Context: an optimization exercise on an open-source flow, tuned for small area. The choices shown serve that exercise and are no tape-out recipe.
Function was checked by simulation only, so behaviour that the tests miss may differ from the original.
Power figures rest on the tool's default switching activity, not on a simulated workload.

==> design.v <==
`timescale 1ns / 1ps
module xctrl (
	      input                    clk,
	      input                    rst,
	      output reg [10-2:0] pc,
	      input [32-1:0]     instruction,
	      output                   mem_sel,
	      output                   mem_we,
	      output reg [10-1:0] mem_addr,
	      input [32-1:0]      mem_data_from,
	      output [32-1:0]     mem_data_to
	      );
   wire [4-1 :0] 		  opcode;
   wire signed [32-1:0] 		  imm;
   wire [32-1:0] 			  operand;
   reg [32-1:0] 			  regA;
   reg [32-1:0] 			  regB;
   reg [32-1:0] 			  regC;
   reg [32:0]                        alu_result;
   reg                                    alu_carry;
   reg                                    alu_overflow;
   reg                                    alu_negative;
   wire                                   load_imm_ops = (opcode == 6 || opcode == 7);
   wire                                   load_mem_ops = (opcode == 8 || opcode == 10);
   wire                                   load_ops = load_imm_ops | load_mem_ops;
   wire                                   store_mem_ops = (opcode == 9 || opcode == 11);
   wire                                   alu_imm_ops = (opcode == 0 || opcode == 3);
   wire                                   alu_arith_ops  = (opcode == 0 || opcode == 1 || opcode == 2);
   wire                                   alu_logic_ops  = (opcode == 4 || opcode == 5);
   wire                                   alu_mem_ops  = (alu_arith_ops && opcode != 0) || alu_logic_ops;
   wire                                   alu_ops  = alu_imm_ops | alu_logic_ops | alu_arith_ops ;
   wire                                   imm_ops = load_imm_ops | alu_imm_ops;
   wire                                   branch_ops = (opcode == 12 || opcode == 14 || opcode == 13 || opcode == 15);
   assign opcode  = instruction[32-1 -: 4];
   assign imm  = (opcode == 7)?                 
                 {instruction[32/2-1:0], regA[32/2-1:0]} :
                 { { (32-28) {instruction[28-1]} }, instruction[28-1:0]};
   assign mem_sel = (store_mem_ops | load_mem_ops | alu_mem_ops) && mem_addr != (512+2**4) && mem_addr != (512+2**4+1);
   assign mem_we = store_mem_ops;
   assign mem_data_to = regA;
   always @ * begin
      if(opcode == 10 || opcode == 11)
        mem_addr = regB[10-1:0];
      else
        mem_addr = imm[10-1:0];
   end
   reg [32-1:0]                     operand_int;
   always @ * begin
      operand_int = 0;
      if(load_ops || alu_ops) begin
         if (mem_addr == ((512+2**4)))
           operand_int = regB;
         else if (mem_addr == ((512+2**4+1)))
	   operand_int = regC;
         else if (imm_ops)
           operand_int = imm;
         else if (mem_sel)
           operand_int = mem_data_from;
      end
   end
   assign operand = (opcode == 2)? -operand_int: operand_int;
   always @(posedge clk, posedge rst)
      if(rst)
        pc  <= 0;
      else begin
         pc <= pc + 1'b1;
         if (opcode == 12 && regA == 0) begin 
	    pc <= imm[10-1:0];
         end else if (opcode == 14 && regA != 0) begin
	    pc <= imm[10-1:0];
         end else if (opcode == 13 && regA == 0) begin 
	    pc <= regB[10-1:0];
         end else if (opcode == 15 && regA != 0) begin
	    pc <= regB[10-1:0];
         end
      end
   always @(posedge clk, posedge rst)
      if(rst)
        regA <= 0;
      else if (load_ops)
	regA <= operand;
      else if(alu_ops)
	regA <= alu_result;
      else if(branch_ops)
        regA <= regA-1'b1;
   always @(posedge clk, posedge rst)
     if(rst)
       regB <= 0;
     else if (mem_addr == (512+2**4) && mem_we) 
       regB <= regA;
   always @(posedge clk, posedge rst)
      if(rst)
        regC <= 0;
      else if (alu_ops)
        regC <= {alu_negative, alu_overflow, alu_carry} | 0;
   wire [32-1:0] adder_res_1 = regA[32-2:0] + operand[32-2:0];
   wire [32:0]   adder_res_2 = regA + operand;
   wire carry_n_1 = adder_res_1[32-1];
   wire carry_n = adder_res_2[32];
   wire [32-1:0] and_res = regA & operand;
   wire [32-1:0] xor_res = regA ^ operand;
   always @* begin
      alu_result = 0;
      alu_carry = 0;
      alu_negative = 0;
      alu_overflow = 0;
      if(alu_arith_ops) begin
         alu_result = adder_res_2;
         alu_carry = carry_n;
         alu_overflow = carry_n ^ carry_n_1;
         alu_negative = adder_res_2[32-1];
      end else if(opcode == 3)
        if(operand[32-1]) begin  
           alu_result = regA << 1;
           alu_carry = regA[32-1];
           alu_overflow = regA[32-1] ^ regA[32-2];
           alu_negative = regA[32-2];
        end else begin  
           alu_result = {regA[32-1], regA[32-1:1]};
           alu_carry = 0;
           alu_overflow = 0;
           alu_negative = regA[32-1];
        end
      else if(opcode == 4) begin
         alu_result = and_res;
         alu_carry = 0;
         alu_negative = and_res[32-1];
         alu_overflow = 0;
      end
      else if(opcode == 5) begin
         alu_result = xor_res;
         alu_carry = 0;
         alu_negative = xor_res[32-1];
         alu_overflow = 0;
      end   
   end
endmodule
`timescale 1ns / 1ps
module xregf (
	      input                    clk,
	      input                    sel,
	      input                    we,
	      input [4-1:0] addr,
	      input [32-1:0]      data_in,
	      output [32-1:0]     data_out
	      );
   reg [32-1:0]                   regf [2**4-1:0];
   assign data_out = sel? regf[addr] : 32'h0;
   always @ (posedge clk)
      if (sel && we)
	 regf[addr] <= data_in;
endmodule
`timescale 1ns / 1ps
module xled (
		input   	    sel,
		input 		data_in,
		output  reg	data_out,		
		input 		clk,
		input 		rst
	);
always @ (posedge clk , posedge rst)
       if(rst)
	      data_out<=0;
      else if(sel)
	      data_out<=data_in;
endmodule
`timescale 1ns / 1ps
module xaddr_decoder (
	              input [10-1:0] addr,
                      input               sel,
	              output reg          mem_sel,
                      input [31:0]        mem_data_to_rd,
	              output reg          regf_sel,
                      input [31:0]        regf_data_to_rd,
                      output reg          ext_sel,
                      input [31:0]        ext_data_to_rd,
                      output reg          trap_sel,
                      output reg          led_sel,
                      output reg [31:0]   data_to_rd
                     );
   always @ * begin
      mem_sel = 1'b0;
      regf_sel = 1'b0;
      ext_sel = 1'b0;
      trap_sel = 1'b0;
      led_sel = 1'b0;
      if ( (addr & {  {10-9{1'b1}}, {9{1'b0}}  }) == 0)
        mem_sel = sel;
      else if ( (addr & {  {10-4{1'b1}}, {4{1'b0}}  }) == 512)
        regf_sel = sel;
	  else if ( (addr & {  {10-0{1'b1}}, {0{1'b0}}  }) == 602)
        led_sel = sel;
      else
          trap_sel = sel;
   end
   always @ * begin
      data_to_rd = 32'd0;
      if(mem_sel)
        data_to_rd = mem_data_to_rd;
      else if(regf_sel)
        data_to_rd = regf_data_to_rd;
      else if(ext_sel)
        data_to_rd = ext_data_to_rd;
   end
endmodule
`timescale 1ns / 1ps
module picoversat (
             input                 clk,
             input                 rst,
             output                trap,
             output                led,
             output [10-2:0]  imem_addr,
             input [32-1:0]  imem_rdata,
             output                dmem_en,
             output                dmem_we,
             output [10-2:0]  dmem_addr,
             output [32-1:0]  dmem_wdata,
             input [32-1:0]   dmem_rdata
             );
   wire [10-2:0]             pc;
   wire                           data_sel;
   wire                           data_we;
   wire [10-1:0]             data_addr;
   wire [32-1:0]             data_to_rd;
   wire [32-1:0]             data_to_wr;
   wire                           led_sel;
   wire                           mem_sel;
   wire                           regf_sel;
   wire [32-1:0]             regf_data_to_rd;
   wire                           ext_sel;
   assign imem_addr = pc;
   assign dmem_en = mem_sel;
   assign dmem_we = data_we;
   assign dmem_addr = data_addr[10-2:0];
   assign dmem_wdata = data_to_wr;
   xled ledcontroller (
            .clk(clk),
            .sel(led_sel),
            .data_in(data_to_wr[0]),
            .data_out(led),
            .rst(rst)
            );
   xctrl controller (
                     .clk(clk),
                     .rst(rst),
                     .pc(pc),
                     .instruction(imem_rdata),
                     .mem_sel(data_sel),
                     .mem_we (data_we),
                     .mem_addr(data_addr),
                     .mem_data_from(data_to_rd),
                     .mem_data_to(data_to_wr)
                     );
   xregf regf (
               .clk(clk),
               .sel(regf_sel),
               .we(data_we),
               .addr(data_addr[4-1:0]),
               .data_in(data_to_wr),
               .data_out(regf_data_to_rd)
               );
   xaddr_decoder addr_decoder (
                               .led_sel(led_sel),
                               .sel(data_sel),
                               .addr(data_addr),
                               .mem_sel(mem_sel),
                               .mem_data_to_rd(dmem_rdata),
                               .regf_sel(regf_sel),
                               .regf_data_to_rd(regf_data_to_rd),
                               .ext_sel(ext_sel),
                               .ext_data_to_rd(32'd0),
                               .trap_sel(trap),
                               .data_to_rd(data_to_rd)
                               );
endmodule
==> run.sh <==
#!/bin/bash
# synth_recipe.tcl (not shown) runs the flow's synth.tcl, then flattens the netlist and writes it again
# the make line also repeats each setting of config.mk as NAME=value (left out here)
make -C /OpenROAD-flow-scripts/flow DESIGN_CONFIG=/design/flow/config.mk WORK_HOME=/design/flow/orfs CLKGATE_MAP_FILE= SYNTH_SCRIPT=/design/flow/synth_recipe.tcl finish
==> config.mk <==
export PLATFORM = sky130hd
export DESIGN_NAME = picoversat
export DESIGN_NICKNAME = picoversat
export VERILOG_FILES = /design/flow/design.v
export SDC_FILE = /design/flow/constraint.sdc
export NUM_CORES = 4
export LEC_CHECK = 0
export CAP_MARGIN = 20
export CORE_MARGIN = 2
export CORE_UTILIZATION = 40
export PLACE_DENSITY = 0.6
export SLEW_MARGIN = 20
==> constraint.sdc <==
create_clock -name core_clock -period 7.5 [get_ports {clk}]
set_input_delay 1.5000 -clock core_clock [delete_from_list [all_inputs] [get_ports {clk}]]
set_output_delay 1.5000 -clock core_clock [all_outputs]
set_load 0.01 [all_outputs]
==> results.json <==
{
  "run_status": "no timing/DRC/antenna violations",
  "core_um2": 82100,
  "timing.max_cap.violations": 0,
  "crit_required_ns": 8.00,
  "detail-route-antenna-nets": 0,
  "p_leak_nw": 15.1,
  "post-synth-top-count-cell": "sky130_fd_sc_hd__edfxtp_1",
  "drive_above_1_share": 0.256,
  "worst-path-max-fanout": 4,
  "worst_stage_delay_on_the_critical_path_ns": 0.58,
  "final_cells": 4599,
  "clock-skew-final_ns": 0.0342,
  "r2r.worst_path.cells": 27,
  "crit-reg2reg-capture": "controller.regA[25]$_DFFE_PP0P_",
  "route.detailed.vias_per_inst": 6.55,
  "yosys_most_used_dff": "sky130_fd_sc_hd__edfxtp_1",
  "synthesis.area_um2": 33200,
  "ys_seq_area_frac": 0.522,
  "worst_ep_arrival_time_ns": 7.70,
  "buffer_ports.inserted": 119,
  "grt_pass1_wl_um": 200000,
  "crit_path_frequent_cell": "sky130_fd_sc_hd__buf_4",
  "asyncSetResetFlopFracSynth": 0.131,
  "first_iter_violations": 3866,
  "report.final.setup_viol": 0,
  "ctsLongestPathBuffers": 3,
  "vdd.ir_drop.worst_uv": 151,
  "synth_cells": 2964,
  "mappedNetlistNets": 3067,
  "final-hold-violation-count": 0,
  "ctsHtreeMaxLevel": 3,
  "rr_startpoint": "controller.regB[0]$_DFFE_PP0P_",
  "min-delay-start": "controller.regB[31]$_DFFE_PP0P_",
  "detailedPlacementHpwl_um": 97000,
  "worst-r2r-setup-slack_ns": 0.84,
  "critPathCaptureType": "flop",
  "finish.utilization": 0.508,
  "gp_congestion": 1.03,
  "area_growth_pct": 25.8,
  "hold_end": "controller.regB[31]$_DFFE_PP0P_",
  "timing_worst_slew_pin_value_ns": 1.18,
  "clock_sink_count": 589,
  "cell_rows": 105,
  "globalRouteOverflowTotal": 0,
  "grt_setup_unrepaired": "no",
  "die_area_um2": 85200,
  "postSynthRegisterBits": 589,
  "tritoncts.num_buffers": 68,
  "number_of_distinct_library_cells_after_synthesis": 96,
  "avg_wl_per_cell_um": 30.3,
  "timing.hold.worst.class": "reg -> reg",
  "avgSynthCellArea_um2": 11.2,
  "tritoncts": "built",
  "numPlacedInstances": 4463,
  "detail_route.first_pass.iterations": 6,
  "synth_top_cell_area_share": 0.464,
  "finish.net_count": 3578,
  "globalRouteTotalUtil": 0.319,
  "clk_latency_ns": 0.63,
  "critPathKind": "in -> reg",
  "post_synth_edffs": 512,
  "cts-root-buf": "sky130_fd_sc_hd__clkbuf_16",
  "vias": 30100,
  "cts_hold_repair.buffers": 0,
  "finalWirelength_um": 139000,
  "boundaryPins": 120,
  "powerDensity_nw_per_um2": 229,
  "maxSlewViolCount": 0,
  "floorplan.die.width_um": 292,
  "whs_path_depth": 2,
  "achievable-frequency_mhz": 139,
  "via_count_of_the_first_global_routing_pass": 29600,
  "critical_path.slowest_cell": "sky130_fd_sc_hd__or4b_2",
  "clock_pin_slew_worst_setup_and_hold_paths_ns": 0.07,
  "grt_antenna_before_repair": 3,
  "max-slew-margin-rel": 0.214,
  "synth_area_leader_cell": "sky130_fd_sc_hd__edfxtp_1",
  "synth.cells.most_frequent": "sky130_fd_sc_hd__edfxtp_1 (512), sky130_fd_sc_hd__nor2_1 (322), sky130_fd_sc_hd__a21oi_1 (198), sky130_fd_sc_hd__nor3_1 (156), sky130_fd_sc_hd__nand2_1 (154)",
  "final_min_period_over_clock_period": 0.960,
  "grt_start_max_net_pins": 64,
  "start_kind": "primary input",
  "drcViolationCount": 0,
  "yosys_warns": 4,
  "die_height_um": 292,
  "floorplan.initialDensity": 0.404,
  "netlist_top_cells_area": "sky130_fd_sc_hd__edfxtp_1 (46%), sky130_fd_sc_hd__dfrtp_1 (5.8%), sky130_fd_sc_hd__mux4_2 (4.3%)",
  "layout_min_cycle_time_ns": 7.20
}
cells by family (layout without fill, tap and decap cells):
| family | Yosys count | count (layout) | share of synthesized area |
|---|---|---|---|
| AND/OR/NAND/NOR | 892 | 892 | 0.130 |
| adder cells (fa/ha/maj) | 37 | 37 | 0.0142 |
| flip-flops | 589 | 589 | 0.522 |
| buffers and inverters | 270 | 834 | 0.0394 |
| multiplexers | 248 | 248 | 0.102 |
| other | 0 | 1 | 0 |
| AO/OA/AOI/OAI | 857 | 857 | 0.174 |
| XOR/XNOR | 71 | 71 | 0.0188 |
report_power, final:
group | total (mW) | switching (mW) | leakage, nW | internal [mW]
sequential | 3.90 | 0.116 | 5.62 | 3.78
combinational | 2.33 | 1.40 | 8.41 | 0.930
clock | 3.34 | 1.40 | 1.08 | 1.94
total | 9.57 | 2.92 | 15.1 | 6.65
routing by layer:
layer  vias up  track usage  routed length [um]
met5         -            0                   0
met4         0        0.172                8220
met3       446       0.0642               14600
met2      2095        0.506               63300
met1     15000        0.411               53100
li1      12600            -                   -
worst max-delay path, delay by kind of cell:
| family | cells | cell delay, ns |
|---|---|---|
| AO/OA/AOI/OAI | 10 | 2.17 |
| XOR/XNOR | 1 | 0.16 |
| adder cells (fa/ha/maj) | 1 | 0.31 |
| buffers and inverters | 6 | 1.40 |
| multiplexers | 1 | 0.09 |
| AND/OR/NAND/NOR | 11 | 2.06 |
how the worst max path moves through the flow:
| stage | startpoint | to | slack, ns |
|---|---|---|---|
| after floorplan | imem_rdata[31] | controller.regA[30]$_DFFE_PP0P_ | 0.33 |
| after global placement | imem_rdata[29] | controller.regA[30]$_DFFE_PP0P_ | -0.77 |
| after detailed placement | imem_rdata[29] | controller.regA[30]$_DFFE_PP0P_ | -0.82 |
| after CTS | imem_rdata[30] | controller.regC[1]$_DFFE_PP0N_ | 0.009 |
| after global routing | imem_rdata[1] | controller.regA[25]$_DFFE_PP0P_ | 0.07 |
| final | imem_rdata[9] | controller.regA[25]$_DFFE_PP0P_ | 0.30 |
layout by cell type, fill, tap and decap left out, types with 22 or more instances in the layout:
| master | Yosys | layout |
|---|---|---|
| sky130_fd_sc_hd__a21o_1 | 27 | 25 |
| sky130_fd_sc_hd__a31oi_1 | 32 | 28 |
| sky130_fd_sc_hd__clkbuf_16 | 0 | 69 |
| sky130_fd_sc_hd__or3_1 | 92 | 92 |
| sky130_fd_sc_hd__o2111ai_1 | 29 | 26 |
| sky130_fd_sc_hd__nor3_1 | 156 | 153 |
| sky130_fd_sc_hd__o22ai_1 | 96 | 95 |
| sky130_fd_sc_hd__mux4_2 | 63 | 63 |
| sky130_fd_sc_hd__nand3_1 | 28 | 26 |
| sky130_fd_sc_hd__edfxtp_1 | 512 | 512 |
| sky130_fd_sc_hd__mux2i_1 | 139 | 138 |
| sky130_fd_sc_hd__o2bb2ai_1 | 26 | 26 |
| sky130_fd_sc_hd__a22oi_1 | 39 | 38 |
| sky130_fd_sc_hd__o31ai_1 | 29 | 29 |
| sky130_fd_sc_hd__nand2_1 | 154 | 150 |
| sky130_fd_sc_hd__o221ai_1 | 23 | 22 |
| sky130_fd_sc_hd__clkdlybuf4s50_1 | 0 | 115 |
| sky130_fd_sc_hd__o211ai_1 | 27 | 27 |
| sky130_fd_sc_hd__ha_1 | 36 | 36 |
| sky130_fd_sc_hd__a21oi_1 | 198 | 191 |
| sky130_fd_sc_hd__xnor2_1 | 46 | 45 |
| sky130_fd_sc_hd__mux2_2 | 37 | 37 |
| sky130_fd_sc_hd__dfrtp_1 | 77 | 75 |
| sky130_fd_sc_hd__nor2_1 | 322 | 304 |
| sky130_fd_sc_hd__buf_4 | 27 | 539 |
| sky130_fd_sc_hd__nor4_1 | 25 | 23 |
| sky130_fd_sc_hd__inv_1 | 27 | 25 |
| sky130_fd_sc_hd__xor2_1 | 25 | 23 |
| sky130_fd_sc_hd__o21ai_0 | 146 | 140 |
stage by stage:
stage          cell area, um^2  setup WS [ns]  TNS, ns  power (mW)  hold WS (ns)
3_3_place_gp             39100         -0.766   -10.02        6.16         0.471
3_5_place_dp             39100         -0.825   -10.76        6.19         0.476
4_1_cts                  41300        0.00902        0        9.50         0.490
6_report                 41700          0.299        0        9.57         0.488
5_1_grt                  41700         0.0738        0        9.86         0.523
2_1_floorplan            33200          0.326        0        5.01         0.450
sequential cells by signal (all words and copies together), names as in the netlist:
| name | count |
|---|---|
| ledcontroller.data_out | 1 |
| controller.pc | 9 |
| controller.regC | 3 |
| controller.regA | 32 |
| regf.regf | 512 |
| controller.regB | 32 |
area by class of cell:
| class | count | area (um^2) |
|---|---|---|
| Fill cell | 7057 | 40400 |
| Sequential cell | 589 | 17300 |
| Multi-Input combinational cell | 2105 | 15000 |
| Timing Repair Buffer | 683 | 5720 |
| Clock buffer | 81 | 1770 |
| Tap cell | 1070 | 1340 |
| Clock inverter | 42 | 425 |
| Inverter | 28 | 106 |
| Antenna cell | 1 | 2.50 |
timing repair:
item                       in CTS  in global routing
setup endpoints to repair      10                 17
setup buffers                   0                 11
resized for setup              10                 61
pin swaps                       0                 26
gates cloned                    0                  1

[what the ideal ports hide]
Ports are ideal in the flow. The routed layout listed here was re-timed in OpenROAD.
Step 1 (the two cells are an assumption about what drives the block):
set clk [get_ports {clk}]
set_driving_cell -lib_cell sky130_fd_sc_hd__clkbuf_16 $clk
set_driving_cell -lib_cell sky130_fd_sc_hd__buf_2 [delete_from_list [all_inputs] $clk]
Step 2 also shifts input and output timing later by t, the mid clock arrival at the registers, as if the neighbouring blocks saw the same clock.
a / b / c = ideal ports / drivers / drivers and shift; a / b = the first two.
t, ns: 0.684
setup slack, ns: 0.299 / 0.344 / -0.340
hold slack, ns: 0.488 / 0.488 / 0.488
clock arrival spread, ns: 0.035 / 0.034
worst data-port slew with drivers (ns): 0.07
Met with ideal ports but missed after step 2: setup timing in this run. For this run, drivers alone change the setup slack by +0.045 ns; drivers and shift together by -0.639 ns.
